Context: an optimization exercise on an open-source flow, tuned for small area, a short achievable clock period and few clock cycles per item. The choices shown serve that exercise and are no tape-out recipe.
In this exercise RTL edits were held to simulation tests only and were not proved equivalent to the original.
No activity file was given, so power comes from the tool's default toggle rates.

## flow/design.v (module list and top-level ports; edited modules follow where they fit)
// module dotoptact: 193 lines
// module dot_booth: 9 lines
// module dot_multree: 1322 lines
// module dot_acc: 247 lines
module dotoptact(input logic clk, input logic rst_n,
           output logic slave_waitrequest,
           input logic [3:0] slave_address,
           input logic slave_read, output logic [31:0] slave_readdata,
           input logic slave_write, input logic [31:0] slave_writedata,
           input logic master_waitrequest,
           output logic [31:0] master_address,
           output logic master_read, input logic [31:0] master_readdata, input logic master_readdatavalid,
           output logic master_write, output logic [31:0] master_writedata,
           input logic master2_waitrequest,
           output logic [31:0] master2_address,
           output logic master2_read, input logic [31:0] master2_readdata, input logic master2_readdatavalid,
           output logic master2_write, output logic [31:0] master2_writedata);
  // ...
==> flow/flow/run.sh <==
#!/bin/bash
# Layout flow: the standard flow (standard.sh) with these changes:
#  - synthesis runs the standard flow's own synth_recipe.tcl with -noabc added to its synth
#    calls. That skips only the quick "abc -fast" inside Yosys's synth command
#    (ORFS's full ABC mapping still runs afterwards), so that extract_fa finds the
#    multiplier tree's full adders without inverters between them. The registers
#    and their names are those of the standard synthesis.
#  - ORFS's timing repair aims at a setup slack of SETUP_SLACK_MARGIN ns below
#    the 15 ns constraint (a shorter period), on the worst path only
#    (TNS_END_PERCENT=0), and the port buffers start out as buf_2.
#  - clock tree synthesis runs with ORFS's default arguments plus
#    -dont_use_dummy_load.
# The constraints are not changed. make's output goes to flow_make.log; each ORFS
# step keeps its own log under orfs/logs.
set -euo pipefail
cd "$(dirname "$0")/.."
sed 's/yosys synth -nofsm -noshare /yosys synth -nofsm -noshare -noabc /' synth_recipe.tcl > synth_recipe_noabc.tcl
grep -q -- '-noabc' synth_recipe_noabc.tcl
bash standard.sh SYNTH_SCRIPT="$PWD/synth_recipe_noabc.tcl" SETUP_SLACK_MARGIN=10.8 \
    TNS_END_PERCENT=0 "BUFFER_PORTS_ARGS=-buffer_cell sky130_fd_sc_hd__buf_2" \
    "CTS_ARGS=-sink_clustering_enable -repair_clock_nets -dont_use_dummy_load" \
    finish > flow_make.log 2>&1
==> flow/standard.sh <==
#!/bin/bash
# synth_recipe.tcl (not shown) runs the flow's synth.tcl, then flattens the netlist and writes it again
# the make line also repeats each setting of config.mk as NAME=value (left out here)
make -C /OpenROAD-flow-scripts/flow DESIGN_CONFIG=/design/flow/config.mk WORK_HOME=/design/flow/orfs CLKGATE_MAP_FILE= SYNTH_SCRIPT=/design/flow/synth_recipe.tcl "${@:-finish}"
==> flow/config.mk <==
export PLATFORM = sky130hd
export DESIGN_NAME = dotoptact
export DESIGN_NICKNAME = dotoptact
export VERILOG_FILES = /design/flow/design.v
export SDC_FILE = /design/flow/constraint.sdc
export NUM_CORES = 4
export LEC_CHECK = 0
export ABC_AREA = 1
export CAP_MARGIN = 20
export CORE_MARGIN = 2
export CORE_UTILIZATION = 40
export SLEW_MARGIN = 20
==> flow/constraint.sdc <==
create_clock -name core_clock -period 15.0 [get_ports {clk}]
set_input_delay 3.0000 -clock core_clock [delete_from_list [all_inputs] [get_ports {clk}]]
set_output_delay 3.0000 -clock core_clock [all_outputs]
set_load 0.01 [all_outputs]
==> out/results.ini, run 1 <==
[yosys]
ys_seq_area_share_pct=34.9
dominantRegCellSynth=dfxtp_1
synth.most_common_cell=xor2_1
synth_largest_type_area_fraction_pct=21.7
synth_cell_types=50
post_synth_xor_area_fraction_pct=11.7
synth_edf_count=215
synth_largest_area_cell=fa_1

[global_routing]
grt-busiest-layer=met2
gr-usage-all-layers_pct=21.6
grt_antenna_before_repair=10

[worst_hold_path]
worst_hold_path_type=reg -> reg
min_to=w2[19]$_DFF_P_
hold_depth=0
worstHoldStart=w1[19]$_DFF_P_

[place]
post_dp_cell_area_mm2=0.0405
dpl.hpwl_um=73700

[job]
cap_viol_max_count=0

[routing]
drt_pass1_iterations=5
vias=27900
wl_met2_um=46700
postRouteAntennaNets=0

[timing]
tightest_slew_ns=1.01
layout_setup_ws_ns=10.65
hold_viol_final=0

[clock_tree]
cts_htree_levels=2

[layout]
seqCellArea_mm2=0.0135
area.share.sequential_pct=31.7
fillCellCount=9133
final_common_cell=xor2_1
flow.area_growth_from_synthesis_pct=10.7

[die]
top_level_ports=273

[power]
sequentialPower_w=0.00202
power.sequential.fraction_pct=31.9
leakage_nw=18.5
powerComb_w=0.00307

[run_status]
outcome=finished clean

Testbench counts, summed over its fixed seeds: cycles 25,402, items 723.
==> inputs of run 2 (changes only) <==
--- a/flow/flow/run.sh
+++ b/flow/flow/run.sh
@@ -18,3 +18,3 @@
 grep -q -- '-noabc' synth_recipe_noabc.tcl
-bash standard.sh SYNTH_SCRIPT="$PWD/synth_recipe_noabc.tcl" SETUP_SLACK_MARGIN=10.8 \
+bash standard.sh SYNTH_SCRIPT="$PWD/synth_recipe_noabc.tcl" SETUP_SLACK_MARGIN=11.0 \
     TNS_END_PERCENT=0 "BUFFER_PORTS_ARGS=-buffer_cell sky130_fd_sc_hd__buf_2" \
--- a/flow/config.mk
+++ b/flow/config.mk
@@ -10,3 +10,3 @@
 export CORE_MARGIN = 2
-export CORE_UTILIZATION = 40
+export CORE_UTILIZATION = 65
 export SLEW_MARGIN = 20
==> out/results.ini, run 2 <==
[job]
cap_viol_max_count=0  ; unchanged

[layout]
flow.area_growth_from_synthesis_pct=10.4  ; was 10.7%
final_common_cell=xor2_1  ; unchanged
nets=4615  ; was 4,601
final_layout_size_suffix_gt1_share_pct=13.3  ; was 12.2%
multiInputGateArea_mm2=0.0227  ; was 0.0225 mm2
fillCellCount=4327  ; was 9,133
layoutNonFillerInstCount=4748  ; was 5,225
seqCellArea_mm2=0.0135  ; about the same
most-common-layout-cells=xor2_1, nand2_1, o22ai_1  ; was xor2_1, o22ai_1, nand2_1, fa_1, inv_1

[timing]
timing.fmax_mhz=232  ; was 230 MHz
final-setup-viol-count=0  ; unchanged
tns_ns=0  ; unchanged
period_minus_slack_ns=4.32  ; was 4.35 ns
worst_slew_margin_rel_pct=27.6  ; was 32.6%
tightest_slew_ns=1.08  ; was 1.01 ns
final-max-slew-violation-count=0  ; unchanged
final.setup_skew_ns=0.0778  ; was 0.123 ns
grt_setup_unrepaired=true  ; unchanged
hold_viol_final=0  ; unchanged
layout_setup_ws_ns=10.68  ; was 10.65 ns
fin_crit_sh_pct=28.8  ; was 29.0%

[power]
power_density_mw_per_mm2=151  ; was 148 mW/mm2
peakVddDrop_mv=0.228  ; was 0.115 mV
finalPower_w=0.00645  ; was 0.00634 W
leakage_nw=18.6  ; was 18.5 nW

[clock_tree]
tritoncts.num_buffers=56  ; was 60
cts_htree_levels=2  ; unchanged
cts.reportedPaths.clkPinSlew_ns=0.06  ; about the same
cts_hold_buf=0  ; unchanged
clk_latency_ns=0.66  ; was 0.70 ns
max_root_sink_buffers=3  ; unchanged
tritoncts_sink_count=566  ; unchanged
cts_tree=done  ; unchanged
clk_root_buffer_cell=clkbuf_16  ; unchanged

[yosys]
synth_cell_types=50  ; unchanged
synth_edf_count=215  ; unchanged
asyncSetResetFlopFracSynth_pct=0  ; unchanged
synth.ff_latch_count=566  ; unchanged
ys_seq_area_share_pct=34.9  ; unchanged
post_synth_inst_count=3849  ; unchanged
synth.most_common_cell=xor2_1  ; unchanged
synth_common_cells=xor2_1, o22ai_1, fa_1  ; unchanged
dominantRegCellSynth=dfxtp_1  ; unchanged
synth_area_leaders=fa_1, dfxtp_1, edfxtp_1, xor2_1, o22ai_1  ; unchanged
synth_largest_type_area_fraction_pct=21.7  ; unchanged
synth_largest_area_cell=fa_1  ; unchanged
postSynthAreaPerCell_um2=10.0  ; unchanged
ys.warnings.count=1  ; unchanged
synthesis.area_mm2=0.0386  ; unchanged

[routing]
wl_um=114000  ; was 107,000 um
wl_per_cell_um=24.1  ; was 20.5 um
drt_pass1_iterations=7  ; was 5
vias_per_cell=6.24  ; was 5.34
drtIter0Drc=3238  ; was 2,567
vias=29600  ; was 27.9k
post-route-drc-count=0  ; unchanged
postRouteAntennaNets=0  ; unchanged

[global_routing]
globalRouteMet3Util_pct=9.62  ; was 4.84%
grt_pass1_wl_um=173000  ; was 166,000 um
grt_overflow=0  ; unchanged
grt-busiest-layer=met2  ; unchanged
gr-usage-all-layers_pct=37.3  ; was 21.6%
grt_antenna_before_repair=3  ; was 10
largest_net_degree_at_the_start_of_global_routing=46  ; unchanged
grt_pass1_vias=30300  ; was 28.4k
groute.layer.met2.usage_pct=60.8  ; was 32.9%
gr-usage-met1_pct=46.5  ; was 30.1%

[place]
place.detailed.instances=4643  ; was 5,137
dpl.hpwl_um=76500  ; was 73,700 um
place_congestion=0.960  ; was 0.905
place_worst_setup_slack_ns=10.09  ; was 10.04 ns
port_buffers=201  ; unchanged

[critical_path]
rr_worst_depth=8  ; was 12
rr_startpoint=two3[12]$_DFF_P_  ; was a3[15]$_SDFF_PP0_
worst-setup-path-type=reg -> reg  ; was reg -> out
path_max_fanout=12  ; was 4
critPathCaptureType=register  ; was output port
data_arrival_time_at_the_worst_slack_endpoint_ns=4.77  ; was 1.35 ns
crit_path_end=c4[42]$_DFF_P_  ; was master_address[30]
timing.rr.end=c4[42]$_DFF_P_  ; was c4[34]$_DFF_P_
setup.worst_path.start=two3[12]$_DFF_P_  ; was waddr[30]$_DFFE_PP_
timing.critical_path.from_type=register  ; unchanged
r2r_setup_slack_ns=10.68  ; was 10.72 ns
worst_ep_required_time_ns=15.46  ; was 12.00 ns

[die]
die_y_um=248  ; was 315 um
core_outline_area_mm2=0.0589  ; was 0.0953 mm2
floorplan.die.width_um=248  ; was 315 um
floorplan.die_area_mm2=0.0613  ; was 0.0990 mm2
placementRows=89  ; was 113
top_level_ports=273  ; unchanged
initial_core_util_pct=65.5  ; was 40.5%

[worst_hold_path]
worst_hold_path_type=reg -> reg  ; unchanged

[run_status]
outcome=finished clean  ; unchanged

## run 2: how the worst min path moves through the flow
stage / from / end / slack, ns / depth (start not counted)
floorplan: w1[0]$_DFF_P_ / w2[0]$_DFF_P_ / 0.31 / 0
global placement: w1[29]$_DFF_P_ / w2[29]$_DFF_P_ / 0.31 / 0
detailed placement: w1[9]$_DFF_P_ / w2[9]$_DFF_P_ / 0.31 / 0
CTS: w1[0]$_DFF_P_ / w2[0]$_DFF_P_ / 0.33 / 0
global route: w1[22]$_DFF_P_ / w2[22]$_DFF_P_ / 0.33 / 0
finish: w1[9]$_DFF_P_ / w2[9]$_DFF_P_ / 0.33 / 0
## run 2: routing by layer
metal	vias up	wire length (um)	part of all wire, %
met5	-	11	0.0096
met2	1970	53100	46
li1	12800	-	-
met1	14300	41500	36
met3	589	12700	11
met4	2	7010	6.1
## run 2: final cells by class
type / instances / area share (%)
timing repair buffer: 313 / 5.48
clock buffer: 56 / 3.29
multi-input combinational: 2633 / 53.4
timing repair inverter: 9 / 0.159
inverter: 396 / 3.62
sequential: 566 / 31.8
tap: 773 / 2.27
antenna: 2 / 0.0118
## run 2: what timing repair did
item | in CTS | in global routing
setup buffers | 14 | 18
gates cloned | 11 | 2
resized for setup | 96 | 109
setup endpoints to repair | 262 | 332
pin swaps | 3 | 28
## run 2: logic make-up (layout without fill, tap and decap cells)
family | Yosys count | in the layout | synth area share [%]
other | 1 | 71 | 0.00972
flip-flops | 566 | 566 | 34.9
adder cells (fa/ha/maj) | 532 | 532 | 25.4
multiplexers | 31 | 31 | 0.905
AND/OR/NAND/NOR | 817 | 817 | 8.85
XOR/XNOR | 515 | 515 | 11.7
buffers and inverters | 718 | 774 | 7.75
AO/OA/AOI/OAI | 669 | 669 | 10.5
## run 2: worst max-delay path, cell delays in order, from the launching register on
cell and delay, ns:
dfxtp_1 0.50, clkinvlp_4 0.42, o22ai_1 0.34, xor2_1 0.27
fa_1 0.49, fa_1 0.54, fa_1 0.52, fa_1 0.52
fa_1 0.51
## run 2: stage by stage
| step | hold WS, ns | util (%) | instance area (um2) |
|---|---|---|---|
| floorplan | 0.310 | - | 38900 |
| global route | 0.330 | 72.3 | 42600 |
| CTS | 0.326 | 71.2 | 41900 |
| global placement | 0.311 | 67.8 | 39900 |
| finish | 0.326 | 72.3 | 42600 |
| detailed placement | 0.312 | 67.8 | 39900 |
## run 2: report_power, final
part	internal, W	leakage [nW]	switching [W]
sequential	0.00191	4.90	0.000111
clock	0.000649	0.690	0.000544
combinational	0.00139	13.0	0.00184
total	0.00395	18.6	0.00249
==> module dotoptact, before the edit <==
module dotoptact(input logic clk, input logic rst_n,
           output logic slave_waitrequest,
           input logic [3:0] slave_address,
           input logic slave_read, output logic [31:0] slave_readdata,
           input logic slave_write, input logic [31:0] slave_writedata,
           input logic master_waitrequest,
           output logic [31:0] master_address,
           output logic master_read, input logic [31:0] master_readdata, input logic master_readdatavalid,
           output logic master_write, output logic [31:0] master_writedata,
           input logic master2_waitrequest,
           output logic [31:0] master2_address,
           output logic master2_read, input logic [31:0] master2_readdata, input logic master2_readdatavalid,
           output logic master2_write, output logic [31:0] master2_writedata);
    logic [31:2] r1, r2, r3, r4;
    logic [8:0] r5;
    logic [3:0] r7q;         
    wire r7 = |r7q;
    logic wr_q;
    logic ok;
    wire wxfer = slave_write & ~wr_q;
    wire start = wxfer & (slave_address == 4'd0);
    logic ibusy, ibias;
    logic pstart;            
    logic [31:2] waddr;
    logic [8:0] icnt;
    logic icnt1;             
    wire itx = ibusy & ~master_waitrequest;
    wire atlast = ibusy & ~ibias & icnt1;                   
    wire ilast = atlast & ~master_waitrequest;
    wire inew = (start & ~ibusy) | (ilast & (pstart | start));
    wire iload = ~ibusy | atlast;
    wire [31:2] waddr_d = iload ? r1 : ibias ? r2 : waddr + 30'd1;
    wire [8:0] icnt_d = iload ? r5 : ibias ? icnt : icnt - 9'd1;
    wire ien = (start & ~ibusy) | itx;
    logic v1;
    logic [31:0] w1, w2, a3;
    logic [15:0] one2, two2, neg2, one3, two3, neg3;
    logic ractive;
    logic [8:0] rcnt;
    logic [31:2] saddr;
    wire isb1 = v1 & ~ractive;
    wire isw1 = m2rd;        
    logic q2, b2, l2, b3, l3, b4, l4;
    logic m2rd, m2wr;
    logic [31:2] m2addr;
    logic [47:16] s4, c4;
    logic k4;
    logic [47:16] sm, cm;
    logic km;
    logic [31:0] sum, wdata;
    logic bpend;             
    logic uvalid;            
    logic opend;             
    logic [31:2] oaddr;
    logic oact;
    logic sdone, wpend;
    wire wrdo = m2wr;        
    assign slave_waitrequest = wr_q;
    assign slave_readdata = 32'd0;
    assign master_write = 1'b0;
    assign master_writedata = 32'd0;
    assign master_read = ibusy;
    assign master_address = {waddr, 2'b00};
    assign master2_read = m2rd;
    assign master2_write = m2wr;
    assign master2_address = {m2addr, 2'b00};
    assign master2_writedata = wdata;
    wire [9:0] hd = oaddr[11:2] - r3[11:2];
    wire hazard = uvalid & (hd < {1'b0, r5});
    always_comb begin
        case (slave_address)
            4'd0: ok = ~pstart & ~bpend & ~opend & ~hazard;
            4'd1, 4'd2: ok = ~ibias & ~pstart;
            4'd3, 4'd5: ok = ~bpend;
            4'd4, 4'd7: ok = ~opend;
            default: ok = 1'b1;
        endcase
        if (slave_read) ok = ~uvalid;
    end
    wire uvalid_n = start | (uvalid & ~(wrdo & ~opend));
    logic ractive_n, wpend_n, oact_n;
    logic [31:2] saddr_n, oaddr_n;
    always_comb begin
        ractive_n = ractive;
        if (isb1) ractive_n = 1'b1;
        else if (isw1 & (rcnt == 9'd1)) ractive_n = 1'b0;
        saddr_n = saddr;
        if (isb1) saddr_n = r3;
        else if (isw1) saddr_n = saddr + 30'd1;
        wpend_n = wpend;
        if (sdone & ~wpend) wpend_n = 1'b1;
        else if (wrdo) wpend_n = 1'b0;
        oaddr_n = oaddr;
        oact_n = oact;
        if ((start & (~uvalid | (wrdo & ~opend))) | (wrdo & opend)) begin
            oaddr_n = r4;
            oact_n = r7;
        end
    end
    wire m2rd_n = master_readdatavalid & ractive_n;
    logic [31:0] acc_y;
    dot_acc ac(.a(b4 ? 32'd0 : sum), .s(s4), .c(c4), .k(k4), .y(acc_y));
    dot_booth be(.w(w2), .one(one2), .two(two2), .neg(neg2));
    dot_multree mt(.a(a3), .one(one3), .two(two3), .neg(neg3), .s(sm), .c(cm), .k(km));
    always_ff @(posedge clk) begin
        if (wxfer) begin
            case (slave_address)
                4'd1: r1 <= slave_writedata[31:2];
                4'd2: r2 <= slave_writedata[31:2];
                4'd3: r3 <= slave_writedata[31:2];
                4'd4: r4 <= slave_writedata[31:2];
                4'd5: r5 <= slave_writedata[8:0];
                4'd7: r7q <= {|slave_writedata[31:24], |slave_writedata[23:16],
                               |slave_writedata[15:8], |slave_writedata[7:0]};
                default: ;
            endcase
        end
        if (ien) begin
            waddr <= waddr_d;
            icnt <= icnt_d;
            icnt1 <= icnt_d == 9'd1;
        end
        w1 <= master_readdata;
        w2 <= w1;
        one3 <= one2;
        two3 <= two2;
        neg3 <= neg2;
        if (isb1) rcnt <= r5;
        else if (isw1) rcnt <= rcnt - 9'd1;
        saddr <= saddr_n;
        m2addr <= m2rd_n ? saddr_n : oaddr_n;
        a3 <= b2 ? 32'h0001_0000 : (q2 ? master2_readdata : 32'd0);
        s4 <= sm;
        c4 <= cm;
        k4 <= km;
        sum <= acc_y;
        if (sdone & ~wpend) wdata <= (oact & sum[31]) ? 32'd0 : sum;
        oaddr <= oaddr_n;
        oact <= oact_n;
        if (!rst_n) begin
            wr_q <= 1'b0;
            ibusy <= 1'b0;
            ibias <= 1'b0;
            pstart <= 1'b0;
            v1 <= 1'b0;
            q2 <= 1'b0;
            b2 <= 1'b0;
            l2 <= 1'b0;
            b3 <= 1'b0;
            l3 <= 1'b0;
            b4 <= 1'b0;
            l4 <= 1'b0;
            m2rd <= 1'b0;
            m2wr <= 1'b0;
            ractive <= 1'b0;
            bpend <= 1'b0;
            uvalid <= 1'b0;
            opend <= 1'b0;
            sdone <= 1'b0;
            wpend <= 1'b0;
        end else begin
            wr_q <= ~(~uvalid_n | ((slave_write | slave_read) & wr_q & ok));
            if (inew) begin
                ibusy <= 1'b1;
                ibias <= 1'b1;
            end else if (itx) begin
                ibias <= 1'b0;
                if (ilast) ibusy <= 1'b0;
            end
            if (start & ibusy & ~ilast) pstart <= 1'b1;
            else if (ilast) pstart <= 1'b0;
            v1 <= master_readdatavalid;
            ractive <= ractive_n;
            m2rd <= m2rd_n;
            m2wr <= wpend_n & ~m2rd_n;
            q2 <= isw1;
            b2 <= isb1;
            l2 <= isw1 & (rcnt == 9'd1);
            b3 <= b2;
            l3 <= l2;
            b4 <= b3;
            l4 <= l3;
            if (start) bpend <= 1'b1;
            else if (isb1) bpend <= 1'b0;
            uvalid <= uvalid_n;
            if (start & uvalid & ~(wrdo & ~opend)) opend <= 1'b1;
            else if (wrdo) opend <= 1'b0;
            if (l4) sdone <= 1'b1;
            else if (~wpend) sdone <= 1'b0;
            wpend <= wpend_n;
        end
    end
endmodule
==> inputs of run 3 (changes only) <==
--- a/flow/design.v
+++ b/flow/design.v
@@ -67,4 +67,4 @@
     assign master2_writedata = wdata;
-    wire [9:0] hd = oaddr[11:2] - r3[11:2];
-    wire hazard = uvalid & (hd < {1'b0, r5});
+    wire [3:0] hb = oaddr[11:8] - r3[11:8];
+    wire hazard = uvalid & (hb <= {1'b0, r5[8:6]} + 4'd1);
     always_comb begin
--- a/flow/flow/run.sh
+++ b/flow/flow/run.sh
@@ -18,3 +18,3 @@
 grep -q -- '-noabc' synth_recipe_noabc.tcl
-bash standard.sh SYNTH_SCRIPT="$PWD/synth_recipe_noabc.tcl" SETUP_SLACK_MARGIN=11.0 \
+bash standard.sh SYNTH_SCRIPT="$PWD/synth_recipe_noabc.tcl" SETUP_SLACK_MARGIN=10.8 \
     TNS_END_PERCENT=0 "BUFFER_PORTS_ARGS=-buffer_cell sky130_fd_sc_hd__buf_2" \
--- a/flow/config.mk
+++ b/flow/config.mk
@@ -10,3 +10,3 @@
 export CORE_MARGIN = 2
-export CORE_UTILIZATION = 65
+export CORE_UTILIZATION = 40
 export SLEW_MARGIN = 20
==> out/results.ini, run 3 <==
[global_routing]
grt_pass1_wl_um=169000  ; was 173,000 um
largest_net_degree_at_the_start_of_global_routing=47  ; was 46
grt_overflow=0  ; unchanged
gr-usage-met1_pct=29.8  ; was 46.5%
gr-usage-all-layers_pct=22.1  ; was 37.3%
grt_pass1_vias=29100  ; was 30.3k
grt-busiest-layer=met2  ; unchanged
globalRouteMet3Util_pct=4.01  ; was 9.62%
grt_antenna_before_repair=1  ; was 3
groute.layer.met2.usage_pct=35.1  ; was 60.8%

[timing]
worst_slew_margin_rel_pct=32.3  ; was 27.6%
final-max-slew-violation-count=0  ; unchanged
final-setup-viol-count=0  ; unchanged
timing.fmax_mhz=229  ; was 232 MHz
grt_setup_unrepaired=true  ; unchanged
hold_viol_final=0  ; unchanged
final.setup_skew_ns=0.0852  ; was 0.0778 ns
period_minus_slack_ns=4.36  ; was 4.32 ns
tns_ns=0  ; unchanged
tightest_slew_ns=1.01  ; was 1.08 ns
fin_crit_sh_pct=29.1  ; was 28.8%

[job]
cap_viol_max_count=0  ; unchanged

[clock_tree]
cts.reportedPaths.clkPinSlew_ns=0.06  ; about the same
cts_htree_levels=2  ; unchanged
cts_hold_buf=0  ; unchanged
tritoncts_sink_count=566  ; unchanged
cts_tree=done  ; unchanged
clk_root_buffer_cell=clkbuf_16  ; unchanged
tritoncts.num_buffers=61  ; was 56
max_root_sink_buffers=3  ; unchanged
clk_latency_ns=0.65  ; was 0.66 ns

[yosys]
synth_cell_types=53  ; was 50
synth_largest_type_area_fraction_pct=21.7  ; about the same
synth_edf_count=215  ; unchanged
post_synth_inst_count=3918  ; was 3,849
synth_area_leaders=fa_1, dfxtp_1, edfxtp_1, xor2_1, o22ai_1  ; unchanged
synth_largest_area_cell=fa_1  ; unchanged
synth.most_common_cell=nand2_1  ; was xor2_1
postSynthAreaPerCell_um2=9.85  ; was 10.0 um2
asyncSetResetFlopFracSynth_pct=0  ; unchanged
ys.warnings.count=1  ; unchanged
synth.ff_latch_count=566  ; unchanged
synth_common_cells=nand2_1, xor2_1, o22ai_1  ; was xor2_1, o22ai_1, fa_1
dominantRegCellSynth=dfxtp_1  ; unchanged
synthesis.area_mm2=0.0386  ; about the same
ys_seq_area_share_pct=34.9  ; about the same

[critical_path]
critPathCaptureType=output port  ; was register
worst_ep_required_time_ns=12.00  ; was 15.46 ns
rr_worst_depth=8  ; unchanged
setup.worst_path.start=waddr[11]$_DFFE_PP_  ; was two3[12]$_DFF_P_
cp_slowest_stage_delay_ns=0.49  ; was 0.54 ns
data_arrival_time_at_the_worst_slack_endpoint_ns=1.36  ; was 4.77 ns
timing.critical_path.depth=1  ; was 8
cpMaxStageDelayCell=edfxtp_1  ; was fa_1
rr_startpoint=one3[12]$_DFF_P_  ; was two3[12]$_DFF_P_
worst-setup-path-type=reg -> out  ; was reg -> reg
crit_chain=buf_2  ; was clkinvlp_4, o22ai_1, xor2_1, fa_1, fa_1, fa_1, fa_1, fa_1
worst-path-buf-inv=1  ; unchanged
timing.critical_path.from_type=register  ; unchanged
cell_family_with_the_largest_share_of_critical_path_delay=flip-flops  ; was adder cells
path_max_fanout=4  ; was 12

[power]
leakage_nw=18.6  ; about the same
power_density_mw_per_mm2=148  ; was 151 mW/mm2
peakVddDrop_mv=0.113  ; was 0.228 mV
finalPower_w=0.00638  ; was 0.00645 W

[layout]
fillCellCount=9089  ; was 4,327
final_common_cell=nand2_1  ; was xor2_1
final_layout_size_suffix_gt1_share_pct=13.6  ; was 13.3%
nets=4681  ; was 4,615
flow.area_growth_from_synthesis_pct=11.6  ; was 10.4%
most-common-layout-cells=nand2_1, xor2_1, o22ai_1  ; was xor2_1, nand2_1, o22ai_1

[routing]
drt_pass1_iterations=6  ; was 7
vias_per_cell=5.38  ; was 6.24
vias=28600  ; was 29.6k
postRouteAntennaNets=0  ; unchanged
wl_um=111000  ; was 114,000 um
drtIter0Drc=2566  ; was 3,238
wl_per_cell_um=20.8  ; was 24.1 um
post-route-drc-count=0  ; unchanged

[die]
die_y_um=315  ; was 248 um
core_outline_area_mm2=0.0953  ; was 0.0589 mm2
top_level_ports=273  ; unchanged
floorplan.die_area_mm2=0.0990  ; was 0.0613 mm2
initial_core_util_pct=40.5  ; was 65.5%
floorplan.die.width_um=315  ; was 248 um
placementRows=113  ; was 89

[worst_hold_path]
worstHoldStart=w1[14]$_DFF_P_  ; was w1[9]$_DFF_P_
worst_hold_path_type=reg -> reg  ; unchanged
hold_depth=0  ; unchanged

[place]
place_congestion=0.902  ; was 0.960
dpl.hpwl_um=75900  ; was 76,500 um
port_buffers=201  ; unchanged

[run_status]
outcome=finished clean  ; unchanged

==> run 3: cell types whose count changed in the layout (fill, tap and decap cells not counted), sizes merged, moves of 11 or more <==
cell | previous run | this run
nor2 | 249 | 268
nand3 | 71 | 128
mux2 | 31 | 15
inv | 375 | 313
o21ai | 114 | 70
o21a | 14 | 3
xor2 | 494 | 483
nand2 | 412 | 562
buf | 306 | 320
a21oi | 68 | 57
nand4 | 27 | 14
==> run 3: kinds of logic after synthesis <==
| kind of cell | share of synthesized area (%) |
|---|---|
| xor+xnor | 11.3 |
| compound gates | 9.53 |
| mux | 0.438 |
| other cells | 0.00972 |
| simple gates | 11.2 |
| buf+inv | 7.45 |
| flops | 34.9 |
| fa+ha+maj | 25.1 |
==> run 3: metrics by stage <==
| step | cells | util, % | hold WS, ns | area, um2 | worst slack (ns) |
|---|---|---|---|---|---|
| floorplan | 3986 | - | 0.310 | 38900 | 10.57 |
| global placement | 5195 | 42.5 | 0.313 | 40500 | 9.90 |
| detailed placement | 5195 | 42.5 | 0.314 | 40500 | 9.91 |
| CTS | 5297 | 44.6 | 0.321 | 42500 | 10.61 |
| global route | 5314 | 45.2 | 0.318 | 43000 | 10.59 |
| finish | 5316 | 45.2 | 0.314 | 43000 | 10.64 |
==> run 3: metal layers <==
metal	vias up	share of wire (%)
li1	13000	-
met1	14100	42
met2	1242	46
met3	277	7.8
met4	0	4.2
met5	-	0
==> run 3: worst paths after layout <==
check / slack, ns / end
hold reg to reg: 0.31 / w2[14]$_DFF_P_
hold / removal: 0.31 / w2[14]$_DFF_P_
setup / recovery: 10.64 / master_address[11]
setup reg to reg: 10.70 / c4[39]$_DFF_P_
==> run 3: area by class of cell <==
type	count	area, um2	area share, %
diodes	2	5.00	0.0116
clock buffers	61	1530	3.55
inverters	337	1350	3.14
multi-input cells	2752	22700	52.8
flip-flops and latches	566	13500	31.5
well taps	1265	1580	3.68
repair buffers	325	2260	5.25
repair inverters	8	52.6	0.122
==> run 3: timing repair <==
action                     4_1_cts  5_1_grt
pin swaps                        0       20
resized for setup               64       96
setup endpoints to repair      175      202
gates cloned                     5        5
buffers inserted                36       12
==> run 3: report_power, final <==
part,switching (W),leakage (nW),internal (W),total (W)
Clock,0.000561,0.752,0.000704,0.00126
Combinational,0.00174,12.9,0.00135,0.00309
Sequential,0.000120,4.90,0.00191,0.00203
Total,0.00242,18.6,0.00396,0.00638
Testbench counts of run 3, summed over its fixed seeds: cycles 25,402, items 723.
==> inputs of run 4 (changes only) <==
--- a/flow/design.v
+++ b/flow/design.v
@@ -67,4 +67,4 @@
     assign master2_writedata = wdata;
-    wire [3:0] hb = oaddr[11:8] - r3[11:8];
-    wire hazard = uvalid & (hb <= {1'b0, r5[8:6]} + 4'd1);
+    wire [9:0] hd = oaddr[11:2] - r3[11:2];
+    wire hazard = uvalid & (hd < {1'b0, r5});
     always_comb begin
@@ -90,3 +90,3 @@
         wpend_n = wpend;
-        if (sdone & ~wpend) wpend_n = 1'b1;
+        if ((l4 | sdone) & ~wpend) wpend_n = 1'b1;
         else if (wrdo) wpend_n = 1'b0;
@@ -101,2 +101,3 @@
     logic [31:0] acc_y;
+    wire [31:0] res = sdone ? sum : acc_y;
     dot_acc ac(.a(b4 ? 32'd0 : sum), .s(s4), .c(c4), .k(k4), .y(acc_y));
@@ -136,3 +137,3 @@
         sum <= acc_y;
-        if (sdone & ~wpend) wdata <= (oact & sum[31]) ? 32'd0 : sum;
+        if ((l4 | sdone) & ~wpend) wdata <= (oact & res[31]) ? 32'd0 : res;
         oaddr <= oaddr_n;
@@ -187,4 +188,3 @@
             else if (wrdo) opend <= 1'b0;
-            if (l4) sdone <= 1'b1;
-            else if (~wpend) sdone <= 1'b0;
+            sdone <= (l4 | sdone) & wpend;
             wpend <= wpend_n;
==> out/results.ini, run 4 <==
[timing]
final-setup-viol-count=0  ; unchanged
layout_setup_ws_ns=10.60  ; was 10.64 ns
final.setup_skew_ns=0.118  ; was 0.0852 ns
tightest_slew_ns=1.02  ; was 1.01 ns
timing.fmax_mhz=227  ; was 229 MHz
hold_viol_final=0  ; unchanged
grt_setup_unrepaired=true  ; unchanged
tns_ns=0  ; unchanged
final-max-slew-violation-count=0  ; unchanged
worst_slew_margin_rel_pct=31.7  ; was 32.3%
period_minus_slack_ns=4.40  ; was 4.36 ns
fin_crit_sh_pct=29.3  ; was 29.1%

[critical_path]
data_arrival_time_at_the_worst_slack_endpoint_ns=4.88  ; was 1.36 ns
critPathCaptureType=register  ; was output port
worst_ep_required_time_ns=15.48  ; was 12.00 ns
timing.rr.end=c4[30]$_DFF_P_  ; was c4[39]$_DFF_P_
worst-setup-path-type=reg -> reg  ; was reg -> out
r2r_setup_slack_ns=10.60  ; was 10.70 ns
timing.critical_path.from_type=register  ; unchanged
rr_startpoint=a3[0]$_SDFF_PP0_  ; was one3[12]$_DFF_P_
rr_worst_depth=9  ; was 8
path_max_fanout=17  ; was 4

[yosys]
synthesis.area_mm2=0.0393  ; was 0.0386 mm2
synth_edf_count=215  ; unchanged
synth_common_cells=nand2_1, xor2_1, o22ai_1  ; unchanged
synth.ff_latch_count=566  ; unchanged
synth_largest_type_area_fraction_pct=21.4  ; was 21.7%
dominantRegCellSynth=dfxtp_1  ; unchanged
post_synth_inst_count=4001  ; was 3,918
ys_seq_area_share_pct=34.3  ; was 34.9%
asyncSetResetFlopFracSynth_pct=0  ; unchanged
ys.warnings.count=1  ; unchanged
synth_cell_types=52  ; was 53
synth_area_leaders=fa_1, dfxtp_1, edfxtp_1, xor2_1, o22ai_1  ; unchanged
synth.most_common_cell=nand2_1  ; unchanged
synth_largest_area_cell=fa_1  ; unchanged
postSynthAreaPerCell_um2=9.81  ; was 9.85 um2

[routing]
drt_pass1_iterations=6  ; unchanged
vias=29300  ; was 28.6k
wl_per_cell_um=21.5  ; was 20.8 um
wl_um=116000  ; was 111,000 um
postRouteAntennaNets=0  ; unchanged
vias_per_cell=5.41  ; was 5.38
post-route-drc-count=0  ; unchanged
drtIter0Drc=2938  ; was 2,566

[layout]
final_common_cell=xor2_1  ; was nand2_1
most-common-layout-cells=xor2_1, nand2_1, o22ai_1  ; was nand2_1, xor2_1, o22ai_1
flow.area_growth_from_synthesis_pct=12.2  ; was 11.6%
nets=4778  ; was 4,681
fin_util_pct=45.4  ; was 45.2%
final_layout_size_suffix_gt1_share_pct=13.9  ; was 13.6%
antenna-diode-count=0  ; was 2

[global_routing]
grt_overflow=0  ; unchanged
largest_net_degree_at_the_start_of_global_routing=66  ; was 47
grt_pass1_vias=28900  ; was 29.1k
grt_antenna_before_repair=1  ; unchanged
grt_pass1_wl_um=175000  ; was 169,000 um
gr-usage-all-layers_pct=22.8  ; was 22.1%

[clock_tree]
clk_root_buffer_cell=clkbuf_16  ; unchanged
clk_latency_ns=0.72  ; was 0.65 ns
cts_htree_levels=2  ; unchanged
tritoncts.num_buffers=61  ; unchanged
cts_tree=done  ; unchanged
tritoncts_sink_count=566  ; unchanged
max_root_sink_buffers=3  ; unchanged
cts.reportedPaths.clkPinSlew_ns=0.06  ; about the same

[worst_hold_path]
worstHoldStart=w1[31]$_DFF_P_  ; was w1[14]$_DFF_P_
hold_depth=0  ; unchanged
min_to=w2[31]$_DFF_P_  ; was w2[14]$_DFF_P_
worst_hold_path_type=reg -> reg  ; unchanged

[place]
place_congestion=0.894  ; was 0.902
port_buffers=201  ; unchanged
dpl.hpwl_um=76700  ; was 75,900 um
place_worst_setup_slack_ns=9.70  ; was 9.91 ns

[die]
core_outline_area_mm2=0.0970  ; was 0.0953 mm2
die_y_um=317  ; was 315 um
top_level_ports=273  ; unchanged
initial_core_util_pct=40.5  ; about the same
placementRows=114  ; was 113
floorplan.die.width_um=317  ; was 315 um
floorplan.die_area_mm2=0.101  ; was 0.0990 mm2

[run_status]
outcome=finished clean  ; unchanged

[power]
leakage_nw=19.2  ; was 18.6 nW
peakVddDrop_mv=0.153  ; was 0.113 mV
power_density_mw_per_mm2=186  ; was 148 mW/mm2

[job]
cap_viol_max_count=0  ; unchanged

run 4: changes by cell type after synthesis, sizes merged, moves of 10 or more:
cell / before / now
mux2: 15 / 25
ha: 103 / 113
nand3: 128 / 87
nor2: 268 / 221
o21ai: 70 / 134
inv: 326 / 413
o21a: 3 / 19
nand2: 562 / 502
run 4: cell type report:
class / instances / area [um2]
Clock buffer: 61 / 1530
Inverter: 424 / 1660
Timing Repair Buffer: 328 / 2420
Tap cell: 1276 / 1600
Fill cell: 9210 / 52900
Timing Repair inverter: 10 / 72.6
Multi-Input combinational cell: 2747 / 23300
Sequential cell: 566 / 13500
run 4: worst max path at each step:
stage,to,slack (ns),cells past startpoint,start
CTS,master_address[10],10.62,1,waddr[10]$_DFFE_PP_
floorplan,r1[10]$_DFFE_PP_,10.52,2,slave_write
global placement,wdata[6]$_SDFFCE_PP0P_,9.75,26,b4$_SDFF_PN0_
global route,wdata[4]$_SDFFCE_PP0P_,10.47,24,b4$_SDFF_PN0_
finish,c4[30]$_DFF_P_,10.60,9,a3[0]$_SDFF_PP0_
detailed placement,wdata[23]$_SDFFCE_PP0P_,9.70,26,b4$_SDFF_PN0_
run 4: logic make-up after synthesis:
group / after synthesis / share of synthesized area (%)
adder cells (fa/ha/maj): 532 / 25.0
other: 1 / 0.00955
multiplexers: 25 / 0.717
buffers and inverters: 756 / 8.06
XOR/XNOR: 516 / 11.5
flip-flops: 566 / 34.3
AO/OA/AOI/OAI: 698 / 10.8
AND/OR/NAND/NOR: 907 / 9.65
run 4: layer usage:
layer,global-route usage (%),up-vias,part of all wire (%)
li1,-,13300,-
met1,31.5,14200,42
met2,34.7,1568,44
met3,5.80,274,10
met4,8.29,2,3.6
met5,0,-,0.014
run 4: worst max-delay path, stage by stage, from the launching register on:
cell and delay [ns]:
dfxtp_1 0.29, buf_4 0.22, inv_1 0.74, o22ai_1 0.25, xor2_1 0.20, fa_1 0.58, fa_1 0.50, fa_1 0.48
fa_1 0.50, fa_1 0.47
run 4: what timing repair did:
action / 4_1_cts / 5_1_grt
cloned: 14 / 2
buffers inserted: 37 / 11
hold buffers: 0 / 0
endpoints found under the setup margin: 165 / 206
gates resized for setup: 122 / 61
pin swaps: 11 / 21
run 4: power by group:
part | total, W | internal [W] | switching [W]
sequential | 0.00215 | 0.00203 | 0.000115
clock | 0.00128 | 0.000704 | 0.000576
combinational | 0.00477 | 0.00210 | 0.00267
total | 0.00820 | 0.00484 | 0.00336
run 4: per-stage QoR:
step | cells | power [W] | hold WS, ns | instance area, um2
2_1_floorplan | 4069 | 0.00514 | 0.310 | 39500
3_3_place_gp | 5286 | 0.00618 | 0.312 | 41100
3_5_place_dp | 5286 | 0.00629 | 0.312 | 41100
4_1_cts | 5398 | 0.00799 | 0.321 | 43700
5_1_grt | 5412 | 0.00898 | 0.329 | 44000
6_report | 5412 | 0.00820 | 0.316 | 44000
Testbench counts of run 4, summed over its fixed seeds: cycles 25,310, items 723.

[separate check: timing with driven ports]
How much do the figures lean on ideal ports? The routed layouts below were timed once more, with nothing changed but the port constraints. Step 1: set_driving_cell puts a clkbuf_16 on clk and a buf_2 on each other input, an assumption about the parent block. Step 2 adds t to the input delays and takes it off the output delays; t is the mean of the earliest and latest rising clock arrival at the registers after step 1. Input paths then give back, and output paths get back, about the clock's delay inside the block. a / b / c = ideal ports / drivers / drivers and shift; a / b = the first two.
run | t (ns) | setup WS [ns] | worst setup path after step 2 | worst register clock-pin slew, ns | worst data-port slew with drivers (ns)
run 1 | 0.706 | 10.649 / 10.580 / 10.069 | input to register | 0.07 / 0.07 | 0.11
run 2 | 0.689 | 10.685 / 10.634 / 10.236 | input to register | 0.06 / 0.06 | 0.09
run 3 | 0.694 | 10.641 / 10.572 / 10.145 | input to register | 0.06 / 0.06 | 0.07
run 4 | 0.717 | 10.600 / 10.589 / 9.989 | input to register | 0.06 / 0.06 | 0.05
After both steps setup and hold are still met in every run listed. For run 4, which loses most, drivers alone change the setup slack by -0.011 ns; drivers and shift together by -0.611 ns.
